This is an optimization exercise on Yosys and OpenROAD, whose aim is small area, not a production implementation.
In this exercise RTL edits were held to simulation tests only and were not proved equivalent to the original.
No run shown here takes its clock network from TritonCTS; it comes from the design's own scripts or RTL.
The clock port is modelled as an ideal driver, which makes a skipped or thinned clock tree look cheaper than it is; a real chip needs a root buffer or a tree.
Power and IR drop assume default switching activity.

**design/flow/design.v**
```verilog
module testcounter(clk,rst,sw1,sw2,sw3,sw4,teststart,teststop1,teststop2,
                   teststop3,teststop4,led,clkout);
  input clk;
  input rst;
  input sw1;
  input sw2;
  input sw3;
  input sw4;
  output [4:0] led;
  output teststart;
  output teststop1;
  output teststop2;
  output teststop3;
  output teststop4;
  output clkout;
  localparam [11:0] DB_RST  = 12'h1b7;
  localparam [11:0] DB_LOAD = 12'h275;
  reg [11:0] q1;
  reg [11:0] q2;
  wire [11:0] shift1 = q1 ^ DB_RST;
  wire [11:0] shift2 = q2 ^ DB_RST;
  wire z1 = ~|shift1[10:0];
  wire z2 = ~|shift2[10:0];
  wire fb1 = (shift1[11] ^ shift1[7] ^ shift1[1] ^ shift1[0]) & ~z1;
  wire fb2 = (shift2[11] ^ shift2[7] ^ shift2[1] ^ shift2[0]) & ~z2;
  wire sw3_sync = shift1[11] & z1;
  wire sw2_sync = shift2[11] & z2;
  always @(posedge clk or posedge rst)
    if (rst)       q1 <= 12'd0;
    else if (~sw3) q1 <= DB_LOAD ^ DB_RST;
    else           q1 <= {shift1[10:0], fb1} ^ DB_RST;
  always @(posedge clk or posedge rst)
    if (rst)       q2 <= 12'd0;
    else if (~sw2) q2 <= DB_LOAD ^ DB_RST;
    else           q2 <= {shift2[10:0], fb2} ^ DB_RST;
  reg trig_pulse;
  reg qm;   
  reg qb;                           
  reg [21:0] test1;
  wire bump = ~trig_pulse & qm & qb & ~test1[20];
  wire [17:0] lo_nx = {1'b0, test1[16:0]} + {17'd0, ~(test1[21] & test1[20])};
  always @(posedge clk or posedge rst)
    if (rst) test1 <= 22'd0;
    else if (trig_pulse) begin
      test1[16:0]  <= 17'd0;
      test1[21:17] <= (qm & qb) ? test1[21:17] : 5'd0;
    end else begin
      test1[16:0]  <= lo_nx[16:0];
      test1[21:17] <= test1[21:17] + {4'd0, lo_nx[17] | bump};
    end
  wire [4:0] hi = qm ? 5'd0 : test1[21:17];
  wire [21:0] t = {hi, test1[16:0]};
  wire time_5sec = test1[16] & test1[15];
  reg [2:0] ctl_nx;
  always @(*)
    case ({trig_pulse, qm, qb})
      3'b001:  ctl_nx = sw4 ? 3'b100 : 3'b101;            
      3'b010:  ctl_nx = time_5sec ? 3'b011 : 3'b010;      
      3'b011:  ctl_nx = test1[20] ? 3'b110 : 3'b111;      
      3'b101, 3'b111: ctl_nx = 3'b010;                    
      default: ctl_nx = sw3_sync ? 3'b001 : 3'b000;       
    endcase
  always @(posedge clk or posedge rst)
    if (rst) begin
      trig_pulse <= 1'b0;
      qm <= 1'b0;
      qb <= 1'b0;
    end else begin
      trig_pulse <= ctl_nx[2];
      qm <= ctl_nx[1];
      qb <= ctl_nx[0];
    end
  reg [2:0] cnt;
  always @(negedge clk or posedge rst)
    if (rst)             cnt <= 3'd0;
    else if (cnt == 3'd5) cnt <= 3'd0;
    else if (sw2_sync)   cnt <= cnt + 3'd1;
  reg [21:0] value;
  always @(*)
    case ({~sw1, cnt})
      4'd0:  value = 22'd25;
      4'd1:  value = 22'd125;
      4'd2:  value = 22'd250;
      4'd3:  value = 22'd1250;
      4'd4:  value = 22'd2250;
      4'd8:  value = 22'd25000;
      4'd9:  value = 22'd125000;
      4'd10: value = 22'd250000;
      4'd11: value = 22'd1250000;
      4'd12: value = 22'd2250000;
      default: value = 22'd25;
    endcase
  reg teststart1;
  reg teststop;
  wire [21:0] start_pt = teststart1 ? 22'd90 : 22'd80;
  wire [21:0] stop_pt  = value + (teststop ? 22'd90 : 22'd80);
  always @(negedge clk or posedge rst)
    if (rst) teststart1 <= 1'b0;
    else     teststart1 <= teststart1 ^ (t == start_pt);
  always @(negedge clk or posedge rst)
    if (rst) teststop <= 1'b0;
    else     teststop <= teststop ^ (t == stop_pt);
  assign clkout    = trig_pulse;
  assign teststart = teststart1;
  assign teststop1 = teststop;
  assign teststop2 = teststop;
  assign teststop3 = teststop;
  assign teststop4 = teststop;
  wire blank = ~trig_pulse & qm & test1[14];
  assign led[0] = ((cnt == 3'd0) | (cnt == 3'd5)) & ~blank;
  assign led[1] = (cnt == 3'd1) & ~blank;
  assign led[2] = (cnt == 3'd2) & ~blank;
  assign led[3] = (cnt == 3'd3) & ~blank;
  assign led[4] = (cnt == 3'd4) & ~blank;
endmodule
```
**design/flow/flow/run.sh**
```bash
#!/bin/bash
# Layout flow:
#  1. the standard synthesis (standard.sh synth);
#  2. a second run of the same ORFS synthesis script in a separate folder,
#     without the adder-extraction step and with an area-oriented ABC script;
#     used only if its flip-flops are exactly the standard synthesis's
#     (same instance names and cells);
#  3. the combinational gates of each netlist mapped again with several ABC
#     scripts, flip-flops left as they are, then the smallest result mapped
#     again with a few more; the smallest result is kept;
#  4. the standard ORFS floorplan and placement, with minimum-size port buffers;
#  5. ORFS's CTS step with TritonCTS replaced by a small clock tree: the clock
#     port drives a few clock buffers, each driving one cluster of flip-flops;
#  6. the standard ORFS flow from global routing to finish.
# Each tool's output goes to a log_*.txt file in the work folder.
set -euo pipefail
W=$(pwd)
F=$W/flow
R=$W/orfs/results/$FLOW_PLATFORM/testcounter/base
LIB=$FLOW_HOME/platforms/$FLOW_PLATFORM/lib/sky130_fd_sc_hd__tt_025C_1v80.lib
YOSYS=$(command -v yosys || echo "$FLOW_HOME/../tools/install/yosys/bin/yosys")
KNOBS=("BUFFER_PORTS_ARGS=-buffer_cell sky130_fd_sc_hd__buf_1")

bash standard.sh synth > $W/log_synth_std.txt 2>&1
cp $R/1_2_yosys.v $W/synth_std.v

# alternative synthesis
rm -rf $W/scripts_syn $W/orfs_alt
cp -r $FLOW_HOME/scripts $W/scripts_syn
cp $F/synth_area.abc $W/scripts_syn/abc_area.script
( make -C $FLOW_HOME DESIGN_CONFIG=$W/config.mk WORK_HOME=$W/orfs_alt SYNTH_SCRIPT=$W/synth_recipe.tcl \
    SCRIPTS_DIR=$W/scripts_syn ABC_AREA=1 ADDER_MAP_FILE= CLKGATE_MAP_FILE= \
    $W/orfs_alt/results/$FLOW_PLATFORM/testcounter/base/1_2_yosys.v > $W/log_synth_alt.txt 2>&1 || true )
INPUTS=(std)
ALT=$W/orfs_alt/results/$FLOW_PLATFORM/testcounter/base/1_2_yosys.v
if [[ -f $ALT ]]; then
  cp $ALT $W/synth_alt.v
  python3 $F/ffcheck.py $W/synth_std.v $W/synth_alt.v > $W/log_ffcheck_alt.txt 2>&1 || true
  if grep -qx same $W/log_ffcheck_alt.txt; then INPUTS+=(alt); fi
fi

python3 $F/gencells.py $LIB > $W/cellfuncs.v 2> $W/log_gencells.txt
export REMAP_LIB=$LIB REMAP_TOP=$FLOW_TOP REMAP_CELLS=$W/cellfuncs.v
export REMAP_DONT_USE="$(sed -n '/DONT_USE_CELLS/,/^$/p' $FLOW_HOME/platforms/$FLOW_PLATFORM/config.mk | grep -o 'sky130_fd_sc_hd__[a-z0-9_]*' | tr '\n' ' ')"
remap_one() {  # remap_one INPUT SCRIPT
  local n=${1}_$(basename $2 .abc)
  REMAP_IN=$W/synth_$1.v REMAP_ABC=$2 REMAP_STAT=$W/remap_stat_$n.txt REMAP_OUT=$W/synth_remap_$n.v \
    $YOSYS -c $F/remap.tcl > $W/log_remap_$n.txt 2>&1 || true
}
export -f remap_one
export W F YOSYS
for I in "${INPUTS[@]}"; do for A in $F/abc*.abc; do echo "$I $A"; done; done | \
  xargs -P ${NUM_CORES:-4} -L 1 bash -c 'remap_one $0 $1'
pick_best() {  # sets best/bestarea from the remap_stat_*.txt files
  best=""; bestarea=""
  for f in $W/remap_stat_*.txt; do
    n=$(basename $f .txt); n=${n#remap_stat_}
    a=$(grep -h "Chip area" $f 2>/dev/null | awk '{print $NF}' || true)
    [[ -n "$a" && -f $W/synth_remap_$n.v ]] || continue
    s=$(python3 $F/ffcheck.py $W/synth_std.v $W/synth_remap_$n.v)
    [[ "$s" == same ]] || continue
    if [[ -z "$bestarea" ]] || awk "BEGIN{exit !($a < $bestarea)}"; then best=$n; bestarea=$a; fi
  done
}
pick_best
echo "remap: inputs ${INPUTS[*]}; best $best area $bestarea" > $W/log_remap_choice.txt
# second round: the best netlist mapped again with other ABC seeds
if [[ -n "$best" ]]; then
  cp $W/synth_remap_$best.v $W/synth_r1.v
  for A in $F/again_*.abc; do echo "r1 $A"; done | xargs -P ${NUM_CORES:-4} -L 1 bash -c 'remap_one $0 $1'
  pick_best
  echo "round 2: best $best area $bestarea" >> $W/log_remap_choice.txt
fi
if [[ -n "$best" ]]; then cp $W/synth_remap_$best.v $R/1_2_yosys.v; touch $R/1_2_yosys.v; fi

bash standard.sh "${KNOBS[@]}" place > $W/log_place.txt 2>&1

# CTS step with the manual clock tree in place of clock_tree_synthesis
rm -rf $W/scripts_cts
cp -r $FLOW_HOME/scripts $W/scripts_cts
sed -i 's|^log_cmd clock_tree_synthesis {\*}$cts_args$|source $::env(MANUAL_CTS_TCL)\nset_propagated_clock [all_clocks]|' $W/scripts_cts/cts.tcl
grep -q MANUAL_CTS_TCL $W/scripts_cts/cts.tcl
export MANUAL_CTS_TCL=$F/clocktree.tcl CLKNET_NAME=clk
export CLKBUF_CELL=${CLKBUF_CELL:-sky130_fd_sc_hd__clkbuf_8} CLKBUF_N=${CLKBUF_N:-4}
bash standard.sh "${KNOBS[@]}" SCRIPTS_DIR=$W/scripts_cts do-4_1_cts do-4_cts > $W/log_cts.txt 2>&1

bash standard.sh "${KNOBS[@]}" finish > $W/log_finish.txt 2>&1
```
**design/flow/flow/abc1.abc**
```
strash
&get -n
&deepsyn -T 20
&put
strash
dch -f
amap
&get -n
&st
&deepsyn -T 20
&put
dch -f
amap
```
**design/flow/flow/abc3.abc**
```
strash
balance -l
resub -K 6 -l
rewrite -l
resub -K 6 -N 2 -l
refactor -l
resub -K 8 -l
balance -l
resub -K 8 -N 2 -l
rewrite -l
resub -K 10 -l
rewrite -z -l
resub -K 10 -N 2 -l
balance -l
resub -K 12 -l
refactor -z -l
resub -K 12 -N 2 -l
rewrite -z -l
balance -l
balance -l
resub -K 6 -l
rewrite -l
resub -K 6 -N 2 -l
refactor -l
resub -K 8 -l
balance -l
resub -K 8 -N 2 -l
rewrite -l
resub -K 10 -l
rewrite -z -l
resub -K 10 -N 2 -l
balance -l
resub -K 12 -l
refactor -z -l
resub -K 12 -N 2 -l
rewrite -z -l
balance -l
dch -f
amap
```
**design/flow/flow/abc4.abc**
```
strash
&get -n
&deepsyn -T 20 -S 2
&put
strash
dch -f
amap
&get -n
&st
&deepsyn -T 20 -S 12
&put
dch -f
amap
```
**design/flow/flow/abc5.abc**
```
strash
&get -n
&deepsyn -T 20 -S 3
&put
strash
dch -f
amap
&get -n
&st
&deepsyn -T 20 -S 13
&put
dch -f
amap
```
**design/flow/flow/abc6.abc**
```
strash
&get -n
&deepsyn -T 20 -S 1
&put
strash
dch -f
amap
&get -n
&st
&deepsyn -T 20 -S 11
&put
dch -f
amap
```
**design/flow/flow/abc7.abc**
```
strash
&get -n
&deepsyn -T 25 -S 21
&put
strash
dch -f
amap
&get -n
&st
&deepsyn -T 25 -S 51
&put
dch -f
amap
```
**design/flow/flow/abc8.abc**
```
strash
&get -n
&deepsyn -T 25 -S 22
&put
strash
dch -f
amap
&get -n
&st
&deepsyn -T 25 -S 52
&put
dch -f
amap
```
**design/flow/flow/again_23.abc**
```
strash
&get -n
&deepsyn -T 25 -S 23
&put
strash
dch -f
amap
&get -n
&st
&deepsyn -T 25 -S 53
&put
dch -f
amap
```
**design/flow/flow/again_24.abc**
```
strash
&get -n
&deepsyn -T 25 -S 24
&put
strash
dch -f
amap
&get -n
&st
&deepsyn -T 25 -S 54
&put
dch -f
amap
```
**design/flow/flow/again_25.abc**
```
strash
&get -n
&deepsyn -T 25 -S 25
&put
strash
dch -f
amap
&get -n
&st
&deepsyn -T 25 -S 55
&put
dch -f
amap
```
**design/flow/flow/again_26.abc**
```
strash
&get -n
&deepsyn -T 25 -S 26
&put
strash
dch -f
amap
&get -n
&st
&deepsyn -T 25 -S 56
&put
dch -f
amap
```
**design/flow/flow/clocktree.tcl**
```tcl
# Manual clock tree: the clock port drives CLKBUF_N buffers directly, each
# driving one cluster of clock sinks (k-means on sink locations) from the
# cluster's centroid.
set block [ord::get_db_block]
set clknet [$block findNet $::env(CLKNET_NAME)]
set master [[ord::get_db] findMaster $::env(CLKBUF_CELL)]
set k $::env(CLKBUF_N)
set sinks {}
foreach it [$clknet getITerms] {
  if {[$it isInputSignal] || 1} {
    set bb [[$it getInst] getBBox]
    lappend sinks [list $it [expr {([$bb xMin] + [$bb xMax]) / 2.0}] [expr {([$bb yMin] + [$bb yMax]) / 2.0}]]
  }
}
set n [llength $sinks]
# initial centres: sinks spread along the sorted-by-x order
set sorted [lsort -real -index 1 $sinks]
set cx {}; set cy {}
for {set c 0} {$c < $k} {incr c} {
  set s [lindex $sorted [expr {int(($c + 0.5) * $n / $k)}]]
  lappend cx [lindex $s 1]; lappend cy [lindex $s 2]
}
for {set iter 0} {$iter < 50} {incr iter} {
  set assign {}
  foreach s $sinks {
    set best 0; set bd 1e30
    for {set c 0} {$c < $k} {incr c} {
      set d [expr {abs([lindex $s 1] - [lindex $cx $c]) + abs([lindex $s 2] - [lindex $cy $c])}]
      if {$d < $bd} {set bd $d; set best $c}
    }
    lappend assign $best
  }
  set nx {}; set ny {}
  for {set c 0} {$c < $k} {incr c} {
    set sx 0; set sy 0; set m 0
    foreach s $sinks a $assign {
      if {$a == $c} { set sx [expr {$sx + [lindex $s 1]}]; set sy [expr {$sy + [lindex $s 2]}]; incr m }
    }
    if {$m > 0} { lappend nx [expr {$sx / $m}]; lappend ny [expr {$sy / $m}] } else { lappend nx [lindex $cx $c]; lappend ny [lindex $cy $c] }
  }
  set cx $nx; set cy $ny
}
for {set c 0} {$c < $k} {incr c} {
  set inst [odb::dbInst_create $block $master clkbuf_m$c]
  set net [odb::dbNet_create $block clknet_m$c]
  $net setSigType CLOCK
  set m 0
  foreach s $sinks a $assign {
    if {$a == $c} { set it [lindex $s 0]; $it disconnect; $it connect $net; incr m }
  }
  [$inst findITerm A] connect $clknet
  [$inst findITerm X] connect $net
  $inst setLocation [expr {int([lindex $cx $c])}] [expr {int([lindex $cy $c])}]
  $inst setPlacementStatus PLACED
  puts "clock buffer clkbuf_m$c drives $m sinks"
}
```
**design/flow/flow/ffcheck.py**
```python
# Prints "same" when two netlists have the same flip-flop instances (name and
# cell type), else the differences.
import re, sys
def ffs(p):
    r = re.compile(r'^\s*(sky130_fd_sc_hd__(?:df|ed|sd)\w*)\s+(\S+)\s*\(', re.M)
    return sorted(r.findall(open(p).read()))
a, b = ffs(sys.argv[1]), ffs(sys.argv[2])
print("same" if a == b and a else "differ %d %d %s" % (len(a), len(b), sorted(set(a) ^ set(b))[:10]))
```
**design/flow/flow/gencells.py**
```python
# Writes a Yosys techmap file with the logic function of every combinational
# sky130hd cell, read from the liberty file, so that a mapped netlist's gates
# can be turned back into logic and mapped again.
import re, sys
lib = open(sys.argv[1]).read()
out = []
for m in re.finditer(r'\n\s*cell\s*\(\s*"?(\w+)"?\s*\)\s*\{', lib):
    name = m.group(1)
    # find the cell body by brace matching
    i = m.end(); depth = 1
    while depth:
        c = lib[i]
        if c == '{': depth += 1
        elif c == '}': depth -= 1
        i += 1
    body = lib[m.end():i]
    if re.search(r'\b(ff|latch|statetable|ff_bank)\s*\(', body): continue
    if 'three_state' in body: continue
    pins = []
    for pm in re.finditer(r'\n\s*pin\s*\(\s*"?(\w+)"?\s*\)\s*\{', body):
        j = pm.end(); d = 1
        while d:
            c = body[j]
            if c == '{': d += 1
            elif c == '}': d -= 1
            j += 1
        pb = body[pm.end():j]
        dm = re.search(r'direction\s*:\s*"?(\w+)"?', pb)
        fm = re.search(r'\bfunction\s*:\s*"([^"]*)"', pb)
        pins.append((pm.group(1), dm.group(1) if dm else None, fm.group(1) if fm else None))
    outs = [p for p in pins if p[1] == 'output']
    ins = [p for p in pins if p[1] == 'input']
    if not outs or any(p[2] is None for p in outs): continue
    names = {p[0] for p in ins}
    if any(set(re.findall(r'[A-Za-z_]\w*', p[2])) - names for p in outs): continue
    lines = [f"module {name}(" + ", ".join(p[0] for p in ins + outs) + ");"]
    for p in ins: lines.append(f"  input {p[0]};")
    for p in outs: lines.append(f"  output {p[0]};")
    for p in outs:
        f = p[2].replace('!', '~').replace('+', '|').replace('*', '&')
        lines.append(f"  assign {p[0]} = {f};")
    lines.append("endmodule")
    out.append("\n".join(lines))
print("(* techmap_celltype *)\n" if False else "", end="")
print("\n\n".join(out))
```
**design/flow/flow/remap.tcl**
```tcl
# Re-maps the combinational gates of the standard synthesis netlist with a
# stronger ABC script; flip-flops are left as they are (same names and cells).
set lib $::env(REMAP_LIB)
yosys read_liberty -lib $lib
yosys read_verilog $::env(REMAP_IN)
yosys hierarchy -top $::env(REMAP_TOP)
yosys techmap -map $::env(REMAP_CELLS)
yosys techmap
yosys opt -fast
yosys opt -purge
set dont_use {}
foreach c $::env(REMAP_DONT_USE) { lappend dont_use -dont_use $c }
yosys abc -liberty $lib {*}$dont_use -script $::env(REMAP_ABC)
yosys opt_clean -purge
yosys splitnets
yosys opt_clean -purge
yosys hilomap -singleton -hicell sky130_fd_sc_hd__conb_1 HI -locell sky130_fd_sc_hd__conb_1 LO
yosys insbuf -buf sky130_fd_sc_hd__buf_4 A X
yosys check -assert -mapped
yosys tee -o $::env(REMAP_STAT) stat -liberty $lib
yosys write_verilog -noattr -nohex -nodec $::env(REMAP_OUT)
```
**design/flow/flow/synth_area.abc**
```
strash
&get -n
&deepsyn -T 20
&put
strash
dch -f
amap
&get -n
&st
&deepsyn -T 20
&put
dch -f
amap
```
**design/flow/standard.sh**
```bash
#!/bin/bash
# synth_recipe.tcl (not shown) runs the flow's synth.tcl, then flattens the netlist and writes it again
# the make line also repeats each setting of config.mk as NAME=value (left out here)
make -C /OpenROAD-flow-scripts/flow DESIGN_CONFIG=/design/flow/config.mk WORK_HOME=/design/flow/orfs CLKGATE_MAP_FILE= SYNTH_SCRIPT=/design/flow/synth_recipe.tcl "${@:-finish}"
```
**design/flow/config.mk**
```make
export PLATFORM = sky130hd
export DESIGN_NAME = testcounter
export DESIGN_NICKNAME = testcounter
export VERILOG_FILES = /design/flow/design.v
export SDC_FILE = /design/flow/constraint.sdc
export NUM_CORES = 4
export LEC_CHECK = 0
export CAP_MARGIN = 20
export CORE_MARGIN = 2
export CORE_UTILIZATION = 80
export PLACE_DENSITY = 0.9
export SLEW_MARGIN = 20
```
**design/flow/constraint.sdc**
```tcl
create_clock -name core_clock -period 20.0 [get_ports {clk}]
set_input_delay 4.0000 -clock core_clock [delete_from_list [all_inputs] [get_ports {clk}]]
set_output_delay 4.0000 -clock core_clock [all_outputs]
set_load 0.01 [all_outputs]
```
==> results of run 1 <==
==> report_power, final <==
part	total (mW)	switching, mW	internal (mW)
registers	0.124	0.00767	0.116
logic	0.0255	0.0167	0.00884
clock network	0.0438	0.0254	0.0184
==> flip-flops by register name (all words and copies together), names as in the netlist, named ones only <==
| register | count |
|---|---|
| trig_pulse | 1 |
| teststop | 1 |
| q2 | 12 |
| cnt | 3 |
| qb | 1 |
| teststart1 | 1 |
| q1 | 12 |
| test1 | 22 |
==> worst paths after layout <==
path | from | to
setup reg to reg | test1[20] | teststop
setup / recovery | cnt[0] | led[0]
max in group asynchronous | rst | teststart1
min in group asynchronous | rst | q2[6]
hold / removal | cnt[1] | cnt[1]
hold reg to reg | cnt[1] | cnt[1]
==> placed cells by master, fill, tap and decap left out <==
| master | instances |
|---|---|
| or2_0 | 6 |
| o32a_1 | 1 |
| nor3_1 | 12 |
| o21bai_1 | 1 |
| nor4_1 | 2 |
| a32oi_1 | 1 |
| clkinv_1 | 36 |
| a22oi_1 | 1 |
| inv_2 | 1 |
| nand3_1 | 4 |
| nor2_1 | 57 |
| xor2_1 | 1 |
| o221ai_1 | 1 |
| nor2b_1 | 8 |
| a211oi_1 | 9 |
| o21ai_0 | 20 |
| buf_4 | 1 |
| dfrtn_1 | 5 |
| o311a_1 | 1 |
| or3_1 | 1 |
| a21oi_1 | 22 |
| o41a_1 | 1 |
| clkbuf_8 | 4 |
| a31oi_1 | 5 |
| or4b_1 | 1 |
| o22ai_1 | 6 |
| o21a_1 | 2 |
| o221a_1 | 1 |
| or4_1 | 1 |
| nand4b_1 | 1 |
| o32ai_1 | 2 |
| buf_1 | 16 |
| a311oi_1 | 1 |
| dfrtp_1 | 49 |
| nand2_1 | 34 |
| a2111oi_0 | 1 |
| o22a_1 | 2 |
| nand4_1 | 4 |
==> worst register-to-register path, delay by kind of cell, from the launching register on <==
family	cells	cell delay, ns
AO/OA/AOI/OAI	4	1.07
flip-flops	1	0.47
AND/OR/NAND/NOR	3	0.41
buffers and inverters	1	0.16
==> metrics by stage <==
stage          cell area, µm²  setup slack, ns
5_1_grt                  2745            4.014
6_report                 2745            4.130
4_1_cts                  2745            4.189
3_3_place_gp             2690            4.303
2_1_floorplan            2590            4.500
3_5_place_dp             2690            4.193
==> cell type report <==
type / instances / area (µm²)
Tap cell: 44 / 55.05
Fill cell: 161 / 332.8
Buffer: 4 / 55.05
Sequential cell: 54 / 1351
Inverter: 37 / 138.9
Timing Repair Buffer: 17 / 67.56
Multi-Input combinational cell: 210 / 1077
==> routing by layer <==
layer | track usage | wire length [µm] | vias to the layer above | share of wire
met5 | 0 | 0 | - | 0
met4 | 0.1429 | 318 | 0 | 0.052
met3 | 0.04051 | 484 | 48 | 0.079
met2 | 0.6252 | 2990 | 155 | 0.49
met1 | 0.4893 | 2362 | 1089 | 0.38
li1 | - | - | 1088 | -
==> out/qor.yml, run 1 <==
worst_setup_path:
  worstSetupPathType: "flop to primary output"
  critical_path_required_ns: 16.00
  slowest_delay_ns: 0.59
  reg2reg_slack_ns: 7.76
  worst-path-buf-inv: 2
  path_delay_family: "flip-flops"
  critPathMostFrequentCell: "nand2_1"
  end_kind: "primary output"
  start_kind: "flop"
  rr_worst_depth: 8
  worstPathMaxFanout: 8
  crit_chain: "clkinv_1 -> nand2_1 -> nand2_1 -> o21ai_0 -> nand2_1 -> nor2_1 -> buf_1"
  crit_slowest_cell: "dfrtn_1"
  path_depth: 7
  arrival_ns: 11.87
detailed_routing:
  drtIter0Drc: 216
  dr.pass1.iters: 7
  drc: 0
  num_vias: 2380
  wl_per_cell_um: 16.82
  wl_um: 6156
  drt.antenna.violating_nets: 0
  vias_per_cell: 6.503
clocking:
  cts.reportedPaths.clkPinSlew_ns: 0.06
  clk_latency_ns: 0.15
  hold_buffers: 0
  cts_resized: 0
  post_cts_buffers: 0
layout:
  fin_nets: 330
  antenna-diode-count: 0
  utilization: 0.8919
  syn2layout_area_growth_pct: 5.990
  fin_cells: 366
  layout-drive-gt1-share: 0.01863
job:
  max_cap_viol_count: 0
pwr:
  cellLeakagePower_nw: 1.164
  vdd_drop_max_v: 0.00007425
  finalPower_uw: 193.1
  power_density_mw_per_mm2: 70.34
global_routing:
  overflow: 0
  grt_pass1_wl_um: 10200
  grt_max_degree: 55
  antenna_found_initial: 0
  grt_pass1_vias: 2214
  grt.total_usage: 0.3682
synthesis:
  syn-cell-area_mm2: 0.002590
  synth_area_per_cell_um2: 8.520
  syn_nets: 310
  ys.warnings.count: 1
  synthCells: 304
placement:
  gp_congestion: 0.9790
  io_buffer_count: 16
  detailed_place_hpwl_um: 4255
  dpl.cell_count: 362
sta:
  setup_viol: 0
  slew_headroom: 0.5688
  hold_viol: 0
  rsz0062_at_grt: "false"
  fin_skew_ns: 0.01548
  final-max-slew-violation-count: 0
  worst_pin_slew_ns: 0.6468
  setup-tns-final_ns: 0
  timing.hold.ws_ns: 0.4471
worst_hold_path:
  hp-class: "flop to flop"
  holdPathStages: 1
floorplanning:
  design.core.area_mm2: 0.003078
  initial_core_util: 0.8415
  die_x_um: 60.90
  ios: 17
  die_area_mm2: 0.003709
  die_y_um: 60.90
  row_count: 20
status:
  outcome: "complete, no violations"
==> inputs of run 2 (changes only) <==
--- a/design/flow/design.v
+++ b/design/flow/design.v
@@ -17,6 +17,7 @@
   localparam [11:0] DB_LOAD = 12'h275;
+  localparam [11:0] DB_MASK = 12'h555;
   reg [11:0] q1;
   reg [11:0] q2;
-  wire [11:0] shift1 = q1 ^ DB_RST;
-  wire [11:0] shift2 = q2 ^ DB_RST;
+  wire [11:0] shift1 = q1 ^ DB_MASK;
+  wire [11:0] shift2 = q2 ^ DB_MASK;
   wire z1 = ~|shift1[10:0];
@@ -28,9 +29,9 @@
   always @(posedge clk or posedge rst)
-    if (rst)       q1 <= 12'd0;
-    else if (~sw3) q1 <= DB_LOAD ^ DB_RST;
-    else           q1 <= {shift1[10:0], fb1} ^ DB_RST;
+    if (rst)       q1 <= DB_RST ^ DB_MASK;
+    else if (~sw3) q1 <= DB_LOAD ^ DB_MASK;
+    else           q1 <= {shift1[10:0], fb1} ^ DB_MASK;
   always @(posedge clk or posedge rst)
-    if (rst)       q2 <= 12'd0;
-    else if (~sw2) q2 <= DB_LOAD ^ DB_RST;
-    else           q2 <= {shift2[10:0], fb2} ^ DB_RST;
+    if (rst)       q2 <= DB_RST ^ DB_MASK;
+    else if (~sw2) q2 <= DB_LOAD ^ DB_MASK;
+    else           q2 <= {shift2[10:0], fb2} ^ DB_MASK;
   reg trig_pulse;
==> run 2 against run 1 <==
Compared with the run above: register-to-register slack worse by 0.15 ns; via count is 1.1% higher; final cell count is 1.1% lower; critical endpoint is now teststop; utilization hardly changed; area after synthesis is 0.87% lower; critical path type is now input port to flop; total power is 22% higher; setup slack better by 0.15 ns; largest power group unchanged; critical path depth stayed put.
==> out/qor.yml, run 2 <==
synthesis:
  syn-cell-area_mm2: 0.002567  # -0.87%
  synth_area_per_cell_um2: 8.558  # +0.45%
  synthCells: 300  # -1.3%
  ys.warnings.count: 1  # unchanged
  syn_nets: 306  # -1.3%
detailed_routing:
  num_vias: 2407  # +1.1%
  vias_per_cell: 6.649  # +2.3%
  wl_um: 6272  # +1.9%
  drc: 0  # unchanged
  drtIter0Drc: 405  # +88%
  dr.pass1.iters: 5  # -2
  drt.antenna.violating_nets: 0  # unchanged
  wl_per_cell_um: 17.33  # +3.0%
layout:
  final_cell_mix: "nor2_1, dfrtp_1, clkinv_1"
  syn2layout_area_growth_pct: 6.043  # about the same
  multi_input_area_mm2: 0.001042  # -3.3%
  layout_commonest_cell: "nor2_1"
  fin_nets: 326  # -1.2%
  layout-drive-gt1-share: 0.05031  # +0.03168
  largest_register_ffs: 22  # unchanged
  fillers: 172  # +6.8%
  antenna-diode-count: 0  # unchanged
  regArea_mm2: 0.001364  # +0.93%
  largest-register: "test1"
  top_regs: "test1 x22, q1 x12, q2 x12"
  fin_cells: 362  # -1.1%
worst_setup_path:
  r2r-start: "test1[8]"
  worstSetupPathType: "input port to flop"
  worst-path-buf-inv: 2  # unchanged
  worstPathMaxFanout: 6  # -2
  crit_chain: "buf_1 -> clkinv_1 -> a2111oi_0 -> a31oi_1 -> or4_1 -> o21ai_0 -> o21ai_0"
  slowest_delay_ns: 0.54  # -0.05 ns
  start_kind: "input port"
  end_kind: "flop"
  critical_path_required_ns: 9.99  # -6.01 ns
  path_delay_family: "compound AO/OA/AOI/OAI gates"
  critPathMostFrequentCell: "o21ai_0"
  crit_slowest_cell: "or4_1"
  arrival_ns: 5.71  # -6.16 ns
  cp-startpoint: "sw1"
clocking:
  post_cts_buffers: 0  # unchanged
  cts.reportedPaths.clkPinSlew_ns: 0.11  # +0.05 ns
  cts_resized: 0  # unchanged
  hold_buffers: 0  # unchanged
  clk_latency_ns: 0.16  # about the same
global_routing:
  grt_pass1_vias: 2176  # -1.7%
  grt.total_usage: 0.3615  # -0.006670
  overflow: 0  # unchanged
  grt_pass1_wl_um: 9867  # -3.2%
  grt_max_degree: 55  # unchanged
  antenna_found_initial: 0  # unchanged
job:
  max_cap_viol_count: 0  # unchanged
floorplanning:
  row_count: 20  # unchanged
  initial_core_util: 0.8410  # about the same
  die_area_mm2: 0.003678  # -0.82%
  ios: 17  # unchanged
  die_y_um: 60.65  # -0.41%
  die_x_um: 60.65  # -0.41%
  design.core.area_mm2: 0.003053  # -0.81%
sta:
  setup-tns-final_ns: 0  # unchanged
  slew_headroom: 0.5873  # +0.01856
  setup_slack_ns: 4.284  # +0.1534 ns
  rsz0062_at_grt: "false"
  fin_skew_ns: 0.03778  # +0.02230 ns
  hold_viol: 0  # unchanged
  worst_pin_slew_ns: 0.6034  # -0.04344 ns
  final-max-slew-violation-count: 0  # unchanged
  setup_viol: 0  # unchanged
pwr:
  finalPower_uw: 235.2  # +22%
  vdd_drop_max_v: 0.00005837  # -21%
  power_density_mw_per_mm2: 86.39  # +23%
  cellLeakagePower_nw: 1.086  # -6.7%
placement:
  place_ws_ns: 4.176  # -0.01718 ns
  io_buffer_count: 16  # unchanged
  gp_congestion: 1.135  # +16%
  dpl.cell_count: 358  # -1.1%
  detailed_place_hpwl_um: 4493  # +5.6%
worst_hold_path:
  min-delay-start: "q2[3]"
  hp-class: "flop to flop"
status:
  outcome: "complete, no violations"
[run 2: cell count changes in the layout (fill, tap and decap cells not counted), moves of 6 or more]
cell     previous run  this run
a21oi_1            22        28
dfrtp_1            49        39
dfstp_2             0        10
nand2_1            34        26
nor2b_1             8         0
o21ai_0            20        29
[run 2: report_power, final]
part | internal (mW) | switching (mW)
Sequential | 0.122 | 0.0147
Combinational | 0.0181 | 0.0346
Clock | 0.0184 | 0.0274
Total | 0.158 | 0.0767
[run 2: metal layers]
layer / wire (µm) / up-vias / part of all wire / global-route usage
met5: 0 / - / 0 / 0
met4: 379 / 0 / 0.060 / 0.1832
met3: 635 / 61 / 0.10 / 0.05330
met2: 2873 / 177 / 0.46 / 0.5914
met1: 2382 / 1086 / 0.38 / 0.4739
li1: - / 1083 / - / -
[run 2: layout make-up]
| type | instances | share of cell area |
|---|---|---|
| buffer | 4 | 0.02022 |
| inverter | 37 | 0.05101 |
| multi-input combinational | 206 | 0.3828 |
| sequential | 54 | 0.5009 |
| tap | 44 | 0.02022 |
| timing repair buffer | 17 | 0.02482 |
[run 2: final timing paths]
kind / endpoint / slack, ns / cells past startpoint
max: teststop / 4.28 / 7
min: q2[4] / 0.40 / 1
max reg2reg: teststop / 7.61 / 10
min reg2reg: q2[4] / 0.40 / 1
max in group asynchronous: teststart1 / 5.68 / 3
min in group asynchronous: q2[9] / 3.98 / 3
[run 2: per-stage QoR]
stage / hold slack, ns / cell area, µm² / util
after floorplan: 0.3741 / 2567 / -
after global placement: 0.3823 / 2668 / 0.8738
after detailed placement: 0.3983 / 2668 / 0.8738
after CTS: 0.3932 / 2723 / 0.8918
after global routing: 0.4071 / 2723 / 0.8918
final: 0.4049 / 2723 / 0.8918
==> inputs of run 3 (changes only) <==
--- a/design/flow/flow/run.sh
+++ b/design/flow/flow/run.sh
@@ -83,3 +83,3 @@
 export MANUAL_CTS_TCL=$F/clocktree.tcl CLKNET_NAME=clk
-export CLKBUF_CELL=${CLKBUF_CELL:-sky130_fd_sc_hd__clkbuf_8} CLKBUF_N=${CLKBUF_N:-4}
+export CLKBUF_CELL=${CLKBUF_CELL:-sky130_fd_sc_hd__clkbuf_8} CLKBUF_N=${CLKBUF_N:-3}
 bash standard.sh "${KNOBS[@]}" SCRIPTS_DIR=$W/scripts_cts do-4_1_cts do-4_cts > $W/log_cts.txt 2>&1
==> run 3 against run 2 <==
Compared with the run above: setup slack worse by 0.0011 ns; synthesized cell count unchanged; area after synthesis stayed put; critical path depth is the same; register-to-register slack got worse by 0.08 ns; final cell count shrank 0.28%.
==> out/qor.yml, run 3 <==
status:
  outcome: "complete, no violations"
floorplanning:
  ios: 17  # unchanged
  die_area_mm2: 0.003678  # unchanged
  initial_core_util: 0.8410  # unchanged
  row_count: 20  # unchanged
  die_x_um: 60.65  # unchanged
  design.core.area_mm2: 0.003053  # unchanged
  die_y_um: 60.65  # unchanged
global_routing:
  met2_usage: 0.5868  # -0.004608
  grt_pass1_vias: 2124  # -2.4%
  grt_max_degree: 55  # unchanged
  antenna_found_initial: 0  # unchanged
  grt_pass1_wl_um: 9742  # -1.3%
  overflow: 0  # unchanged
  gr-usage-met1: 0.4739  # unchanged
  grt.total_usage: 0.3520  # -0.009537
  busiest_layer: "met2"
  met3_usage: 0.05544  # +0.002132
worst_hold_path:
  hp-class: "flop to flop"
sta:
  final-max-slew-violation-count: 0  # unchanged
  slew_headroom: 0.5726  # -0.01473
  worst_pin_slew_ns: 0.6411  # +0.03769 ns
  setup_viol: 0  # unchanged
  setup-tns-final_ns: 0  # unchanged
  hold_viol: 0  # unchanged
  fin_skew_ns: 0.02802  # -0.009763 ns
  rsz0062_at_grt: "false"
clocking:
  hold_buffers: 0  # unchanged
  post_cts_buffers: 0  # unchanged
  clk_latency_ns: 0.17  # about the same
  cts.reportedPaths.clkPinSlew_ns: 0.12  # about the same
  cts_resized: 0  # unchanged
layout:
  syn2layout_area_growth_pct: 5.507
  final_area_mm2: 0.002709  # -0.51%
  largest-register: "test1"
  utilization: 0.8873  # -0.004508
  fin_cells: 361  # -0.28%
  top_regs: "test1 x22, q1 x12, q2 x12"
  antenna-diode-count: 0  # unchanged
  fin_nets: 325  # -0.31%
  largest_register_ffs: 22  # unchanged
  layout-drive-gt1-share: 0.04732  # -0.002996
  final_cell_mix: "nor2_1, dfrtp_1, clkinv_1"
  layout_commonest_cell: "nor2_1"
worst_setup_path:
  critical_path_required_ns: 9.99  # about the same
  worstSetupPathType: "input port to flop"
  worstPathMaxFanout: 6  # unchanged
  arrival_ns: 5.71  # about the same
  end_kind: "flop"
  start_kind: "input port"
detailed_routing:
  drc: 0  # unchanged
  dr.pass1.iters: 5  # unchanged
  num_vias: 2423  # +0.66%
  drt.antenna.violating_nets: 0  # unchanged
  wl_per_cell_um: 16.71  # -3.5%
  drtIter0Drc: 318  # -21%
  vias_per_cell: 6.712  # +0.94%
  wl_um: 6034  # -3.8%
synthesis:
  synth_area_per_cell_um2: 8.558  # unchanged
  synthCells: 300  # unchanged
  ys.warnings.count: 1  # unchanged
  syn-cell-area_mm2: 0.002567  # unchanged
  syn_nets: 306  # unchanged
pwr:
  power_density_mw_per_mm2: 83.81  # -3.0%
  finalPower_uw: 227.0  # -3.5%
  cellLeakagePower_nw: 1.079  # -0.66%
  vdd_drop_max_v: 0.00006154  # +5.4%
job:
  max_cap_viol_count: 0  # unchanged
placement:
  dpl_cell_area_mm2: 0.002668  # unchanged
  detailed_place_hpwl_um: 4493  # unchanged
  gp_congestion: 1.135  # unchanged
  dpl.cell_count: 358  # unchanged
  io_buffer_count: 16  # unchanged
## run 3: changes by cell type in the layout (fill, tap and decap cells not counted), sizes merged
cell and delta:
clkbuf -1
## run 3: critical path, cell delays in order
cell,delay (ns)
buf_1,0.22
clkinv_1,0.18
a2111oi_0,0.41
a31oi_1,0.07
or4_1,0.54
o21ai_0,0.17
o21ai_0,0.11
## run 3: layout make-up
| type | count | area [µm²] |
|---|---|---|
| buffer | 3 | 41.29 |
| fill | 173 | 344.1 |
| inverter | 37 | 138.9 |
| multi-input combinational | 206 | 1042 |
| sequential | 54 | 1364 |
| tap | 44 | 55.05 |
| timing repair buffer | 17 | 67.56 |
## run 3: final timing paths
check                          from       end  slack, ns  cells after the start
min reg2reg                   q1[4]     q1[5]       0.41                      1
max reg2reg                test1[8]  teststop       7.53                     10
min                           q1[4]     q1[5]       0.41                      1
max in group asynchronous       rst  teststop       5.67                      3
min in group asynchronous       rst     q1[8]       3.97                      3
max                             sw1  teststop       4.28                      7
## run 3: routing by layer
| layer | share of wire | vias to the layer above |
|---|---|---|
| met5 | 0 | - |
| met4 | 0.048 | 0 |
| met3 | 0.094 | 44 |
| met2 | 0.47 | 167 |
| met1 | 0.39 | 1131 |
| li1 | - | 1081 |
## run 3: power by group
part	switching, mW	total, mW	internal, mW	leakage [nW]
combinational	0.0338	0.0519	0.0181	0.385
clock	0.0247	0.0386	0.0139	0.0216
sequential	0.0146	0.137	0.122	0.672
## run 3: through the flow
step | hold slack [ns] | setup WS [ns]
2_1_floorplan | 0.3741 | 4.622
3_3_place_gp | 0.3823 | 4.280
3_5_place_dp | 0.3983 | 4.176
4_1_cts | 0.4084 | 4.345
5_1_grt | 0.4373 | 4.118
6_report | 0.4075 | 4.283
